Context: an optimization exercise on an open-source flow, tuned for small area, a short achievable clock period and few clock cycles per item. The choices shown serve that exercise and are no tape-out recipe.
At most, simulation tests tie the RTL to the original design; equivalence was not proved.

// cordic_top
module cordic_top (
	input logic clk,
	input logic rst,
	input logic signed [ 31:0 ] in_din,
	input logic in_we,
	input logic out_re,
	output logic in_full,
	output logic signed [ 1:0 ] [ 15:0 ] out_dout,
	output logic out_empty
);
Settings: LEC_CHECK=0, CAP_MARGIN=20, CORE_MARGIN=2, CORE_UTILIZATION=40, PLACE_DENSITY=0.6, SETUP_SLACK_MARGIN=3.0, SLEW_MARGIN=20; clock period 6.0 ns.
run.sh (not shown) runs the stock make flow with config.mk's settings and CLKGATE_MAP_FILE= SYNTH_SCRIPT=/design/flow/synth_recipe.tcl, a recipe that flattens the netlist after the stock synthesis.
Change:
Settings changed: SETUP_SLACK_MARGIN 3.0 to unset.
Effect: The new run finished with timing, DRC and antenna clean; area after synthesis is unchanged; die area is unchanged; synthesized cell count is unchanged; critical path depth came out lower by 6.
No functional check of the RTL was part of any run of this note.

========
## job 101
cordic_top, a different RTL version from the one above (not shown whole).
For scale: roughly 3500 cells after synthesis, roughly 590 flip-flops, ~70 I/O pins.
Settings: LEC_CHECK=0, CAP_MARGIN=5, CORE_MARGIN=2, CORE_UTILIZATION=50, PLACE_DENSITY=0.65, SETUP_SLACK_MARGIN=3.0, SLEW_MARGIN=5; clock period 6.0 ns.
Job 101 went all the way through synthesis, placement and routing and the layout is clean on timing, DRC and antenna.
Testbench counts of job 101, summed over its fixed seeds: cycles 8,192, items 8,192.
Edits applied to the flow inputs when going from job 101 to job 102:
--- a/flow/config.mk
+++ b/flow/config.mk
@@ -7,3 +7,3 @@
 export LEC_CHECK = 0
-export CAP_MARGIN = 5
+export CAP_MARGIN = 20
 export CORE_MARGIN = 2
@@ -11,3 +11,4 @@
 export PLACE_DENSITY = 0.65
-export SETUP_SLACK_MARGIN = 3.0
-export SLEW_MARGIN = 5
+export SETUP_SLACK_MARGIN = 3.2
+export SLEW_MARGIN = 20
+export TNS_END_PERCENT = 40
## What came out
Job 101 completed every stage of the flow, and the final layout passed the timing, DRC and antenna checks.
Job 102 reached the final stage; the timing, DRC and antenna checks on its layout passed.
In the reports for job 101 and job 102, the smaller area of placed instances belongs to job 102.
Job 102 vs job 101, relative area of non-clock buffer cells in the final design went up by 0.97 points.
Layout overhead on the synthesized area (higher): job 102
Count of instances resized after the clock tree is built up 16 in job 102 wrt job 101
Against job 101, job 102 comes in about 30% lower on number of post-CTS setup repair buffers.
Maximum frequency sits higher in job 102 than in job 101.
The first-iteration detailed-routing DRC count of job 102 exceeds that of job 101 by about 27%.
Edits applied to the flow inputs when going from job 102 to job 103:
--- a/flow/config.mk
+++ b/flow/config.mk
@@ -9,6 +9,5 @@
 export CORE_MARGIN = 2
-export CORE_UTILIZATION = 50
-export PLACE_DENSITY = 0.65
-export SETUP_SLACK_MARGIN = 3.2
+export CORE_UTILIZATION = 40
+export PLACE_DENSITY = 0.6
+export SETUP_SLACK_MARGIN = 3.0
 export SLEW_MARGIN = 20
-export TNS_END_PERCENT = 40
### Flow results
Taking job 102 as the reference point, the share of the clock period used by the worst path after layout of job 103 rises by 0.15 points. Taking job 102 as the reference, in job 103 final wirelength lost 3000 um, average footprint of a synthesized cell barely changed. Going from job 102 to job 103, the final cell area excluding filler cells was found to have gone down by 2.7%. Job 102 tops out at a higher clock frequency than job 103. Looking at average wire per cell in the routed design across job 102 and job 103, the one that comes out lower is job 103. Comparing the two runs side by side, job 103 comes out behind job 102 on worst setup slack.
### job 103 -> job 104
--- a/flow/config.mk
+++ b/flow/config.mk
@@ -11,3 +11,3 @@
 export PLACE_DENSITY = 0.6
-export SETUP_SLACK_MARGIN = 3.0
+export SETUP_SLACK_MARGIN = 3.5
 export SLEW_MARGIN = 20
## What came out
[diff] half-perimeter wire length after placement, job 104 relative to job 103: regression
Job 104 against job 103: fmax +2.0 MHz, net count of the mapped netlist ~0 delta.
Compared with job 103, job 104 shows a higher global-route usage.
Job 104 vs. job 103: utilization now larger.
Relative to job 104, the following input files were edited for job 105:
--- a/flow/config.mk
+++ b/flow/config.mk
@@ -10,4 +10,6 @@
 export CORE_UTILIZATION = 40
+export CTS_CLUSTER_DIAMETER = 60
+export CTS_CLUSTER_SIZE = 20
 export PLACE_DENSITY = 0.6
-export SETUP_SLACK_MARGIN = 3.5
+export SETUP_SLACK_MARGIN = 3.0
 export SLEW_MARGIN = 20
Notes after the runs:
Summary — worst setup slack after placement, job 105 relative to job 104: higher, by 0.21 ns. Buffer and inverter count on the worst path, job 105 and job 104, lower one = job 104. In summary, job 105 completed successfully, with a layout that passed the timing, DRC and antenna checks. NOTE: fraction of area in registers in job 105 exceeds that of job 104. Across both runs, met2 usage was lower for job 105 than for job 104. Termination of the worst setup path: r[16] -> job 105, cordic_inst.p1_z[12] -> job 104. Worst path setup slack after routing down 0.083 ns in job 105 wrt job 104. Compared to job 104, job 105 has total wirelength of the detailed-routed design about 14% lower. Largest net degree at the start of global routing | job 105 below job 104. In the reports for job 105 and job 104, the larger multi-input logic area belongs to job 104.

========
== v37 ==
cordic_top again, from the RTL that the note above started with.
==> flow/config.mk <==
export PLATFORM = sky130hd
export DESIGN_NAME = cordic_top
export DESIGN_NICKNAME = cordic_top
export VERILOG_FILES = /design/flow/design.v
export SDC_FILE = /design/flow/constraint.sdc
export NUM_CORES = 4
export LEC_CHECK = 0
export CAP_MARGIN = 20
export CORE_MARGIN = 2
export CORE_UTILIZATION = 40
export PLACE_DENSITY = 0.6
export SETUP_SLACK_MARGIN = 2.7
export SLEW_MARGIN = 20
==> flow/constraint.sdc <==
create_clock -name core_clock -period 6.0 [get_ports {clk}]
set_input_delay 1.2000 -clock core_clock [delete_from_list [all_inputs] [get_ports {clk}]]
set_output_delay 1.2000 -clock core_clock [all_outputs]
set_load 0.01 [all_outputs]
v37 reached the end of the flow, and the finished layout is clean on the timing, DRC and antenna checks.
Testbench counts of v37, summed over its fixed seeds: cycles 8,192, items 8,192.
Modified inputs, v5 compared to v37
diff --git a/flow/config.mk b/flow/config.mk
--- a/flow/config.mk
+++ b/flow/config.mk
@@ -8,6 +8,6 @@
 export CAP_MARGIN = 20
 export CORE_MARGIN = 2
-export CORE_UTILIZATION = 40
-export PLACE_DENSITY = 0.6
-export SETUP_SLACK_MARGIN = 2.7
+export CORE_UTILIZATION = 50
+export PLACE_DENSITY = 0.65
+export SETUP_SLACK_MARGIN = 3.0
 export SLEW_MARGIN = 20
### Flow results
v5: final cell count without fillers lower than v37. The setup slack of v5 is larger than that of v37. | final cell area excluding filler cells | v5 vs v37 | worse |. Measured against each other, v5 and v37 differ in final net count, the lower figure coming from v37.
Edits applied to the flow inputs when going from v5 to v48:
diff --git a/flow/config.mk b/flow/config.mk
--- a/flow/config.mk
+++ b/flow/config.mk
@@ -8,6 +8,6 @@
 export CAP_MARGIN = 20
 export CORE_MARGIN = 2
-export CORE_UTILIZATION = 50
-export PLACE_DENSITY = 0.65
-export SETUP_SLACK_MARGIN = 3.0
+export CORE_UTILIZATION = 40
+export PLACE_DENSITY = 0.6
+export SETUP_SLACK_MARGIN = 3.1
 export SLEW_MARGIN = 20
Compared with v5, v48 shows a clock-buffer cell count that is about 2.2% lower.
Number of detailed-route iterations in the first pass was higher in the run labelled v48.
Number of combinational gates with multiple inputs: v48 vs v5 — no meaningful difference
Diff v5 -> v48: wire length of the first global-routing pass climbed 2.0%; number of buffers added for setup after CTS increased by 28 relative to the old numbers.
The capture point of the critical path comes out out_dout[24] in one run and r[30] in the other, namely in v5 and v48 respectively.
Reported for v5 and v48, post-synthesis instance area turned out identical to the last digit.
Looking at aggregate routed wire length across both flows, v48 is the weaker of the two, with v5 ahead.
Measured against each other, v5 and v48 differ in fmax, the lower figure coming from v5.
Relative to v48, the following input files were edited for v42:
diff --git a/flow/config.mk b/flow/config.mk
--- a/flow/config.mk
+++ b/flow/config.mk
@@ -6,8 +6,9 @@
 export NUM_CORES = 4
 export LEC_CHECK = 0
+export ABC_AREA = 1
 export CAP_MARGIN = 20
 export CORE_MARGIN = 2
 export CORE_UTILIZATION = 40
 export PLACE_DENSITY = 0.6
-export SETUP_SLACK_MARGIN = 3.1
+export SETUP_SLACK_MARGIN = 3.0
 export SLEW_MARGIN = 20
[summary]
- | hold slack | v42 vs v48 | 0.013 ns lower |
- Of v42 and v48, the lower total number of vias belongs to v48.
- Comparing v42 and v48, the lower design area is on v42.
- Per the comparison of v42 with v48, largest incremental delay on the critical path has increased.
- cordic_inst.p7_x[11] as the capture point of the critical path was reported by v42, and r[30] by v48.

========
the previous run:
Another version of the RTL of cordic_top (not shown whole).
For scale: ~4400 cells after synthesis, about 70 I/O pins, ~0.043 mm² of cells after synthesis.
export LEC_CHECK = 0
export CAP_MARGIN = 20
export CORE_MARGIN = 2
export CORE_UTILIZATION = 60
export PLACE_DENSITY = 0.75
export SETUP_SLACK_MARGIN = 3.5
export SLEW_MARGIN = 20
create_clock -name core_clock -period 6.0 [get_ports {clk}]
#### Input delta (the current run over the previous run)
--- a/flow/config.mk
+++ b/flow/config.mk
@@ -9,4 +9,4 @@
 export CORE_MARGIN = 2
-export CORE_UTILIZATION = 60
-export PLACE_DENSITY = 0.75
+export CORE_UTILIZATION = 40
+export PLACE_DENSITY = 0.6
 export SETUP_SLACK_MARGIN = 3.5
Results
[compare] base=the previous run new=the current run: met3 wire length dropped 16000 µm, routed wire length fell by 29%, number of sinks driven by the clock tree barely changed.
For the current run, the standard cell with the maximum stage delay on the critical path was sky130_fd_sc_hd__edfxtp_1, unlike the previous run, where it was sky130_fd_sc_hd__o21ai_0.
No functional check of the RTL was part of any run of this note.

## separate check: timing with driven ports
In the flow no input, the clock included, has a driving cell. The finished layouts below were timed again as built, in two steps.
Step 1: set_driving_cell puts a clkbuf_16 on clk and a buf_2 on each other input, an assumption about the parent block.
Step 2 adds t to the input delays and takes it off the output delays; t is the mean of the earliest and latest rising clock arrival at the registers after step 1. Input paths then give back, and output paths get back, about the clock's delay inside the block.
Slacks: ideal ports / drivers / drivers and shift; pairs: ideal ports / drivers.
run	t, ns	setup slack, ns	latest minus earliest clock arrival (ns)	worst data-port slew with drivers (ns)	pins driven straight from the clock port
the first run of note 1	0.707	2.455 / 2.455 / 2.400	0.039 / 0.039	0.05	1
the second run of note 1	0.704	1.465 / 1.465 / 1.465	0.036 / 0.035	0.05	1
job 101	0.666	3.026 / 3.026 / 2.557	0.031 / 0.032	0.03	1
job 102	0.682	3.045 / 3.045 / 2.625	0.028 / 0.028	0.06	1
job 103	0.683	3.036 / 3.036 / 2.527	0.023 / 0.024	0.08	1
job 104	0.692	3.054 / 3.054 / 2.923	0.032 / 0.032	0.06	1
job 105	0.692	2.971 / 2.971 / 2.508	0.046 / 0.046	0.08	1
v37	0.681	2.726 / 2.726 / 2.561	0.056 / 0.056	0.05	1
v5	0.666	3.026 / 3.026 / 2.557	0.031 / 0.032	0.03	1
v48	0.686	3.051 / 3.051 / 2.696	0.063 / 0.062	0.06	1
v42	0.688	3.026 / 3.021 / 2.442	0.038 / 0.037	0.04	1
the previous run	0.735	2.461 / 2.461 / 2.461	0.026 / 0.026	0.07	1
the current run	0.679	2.971 / 2.971 / 2.882	0.028 / 0.028	0.05	1
After both steps every run listed still meets setup and hold. The setup slack of v42, which loses most, moves by -0.005 ns with the drivers and by -0.584 ns with both steps.
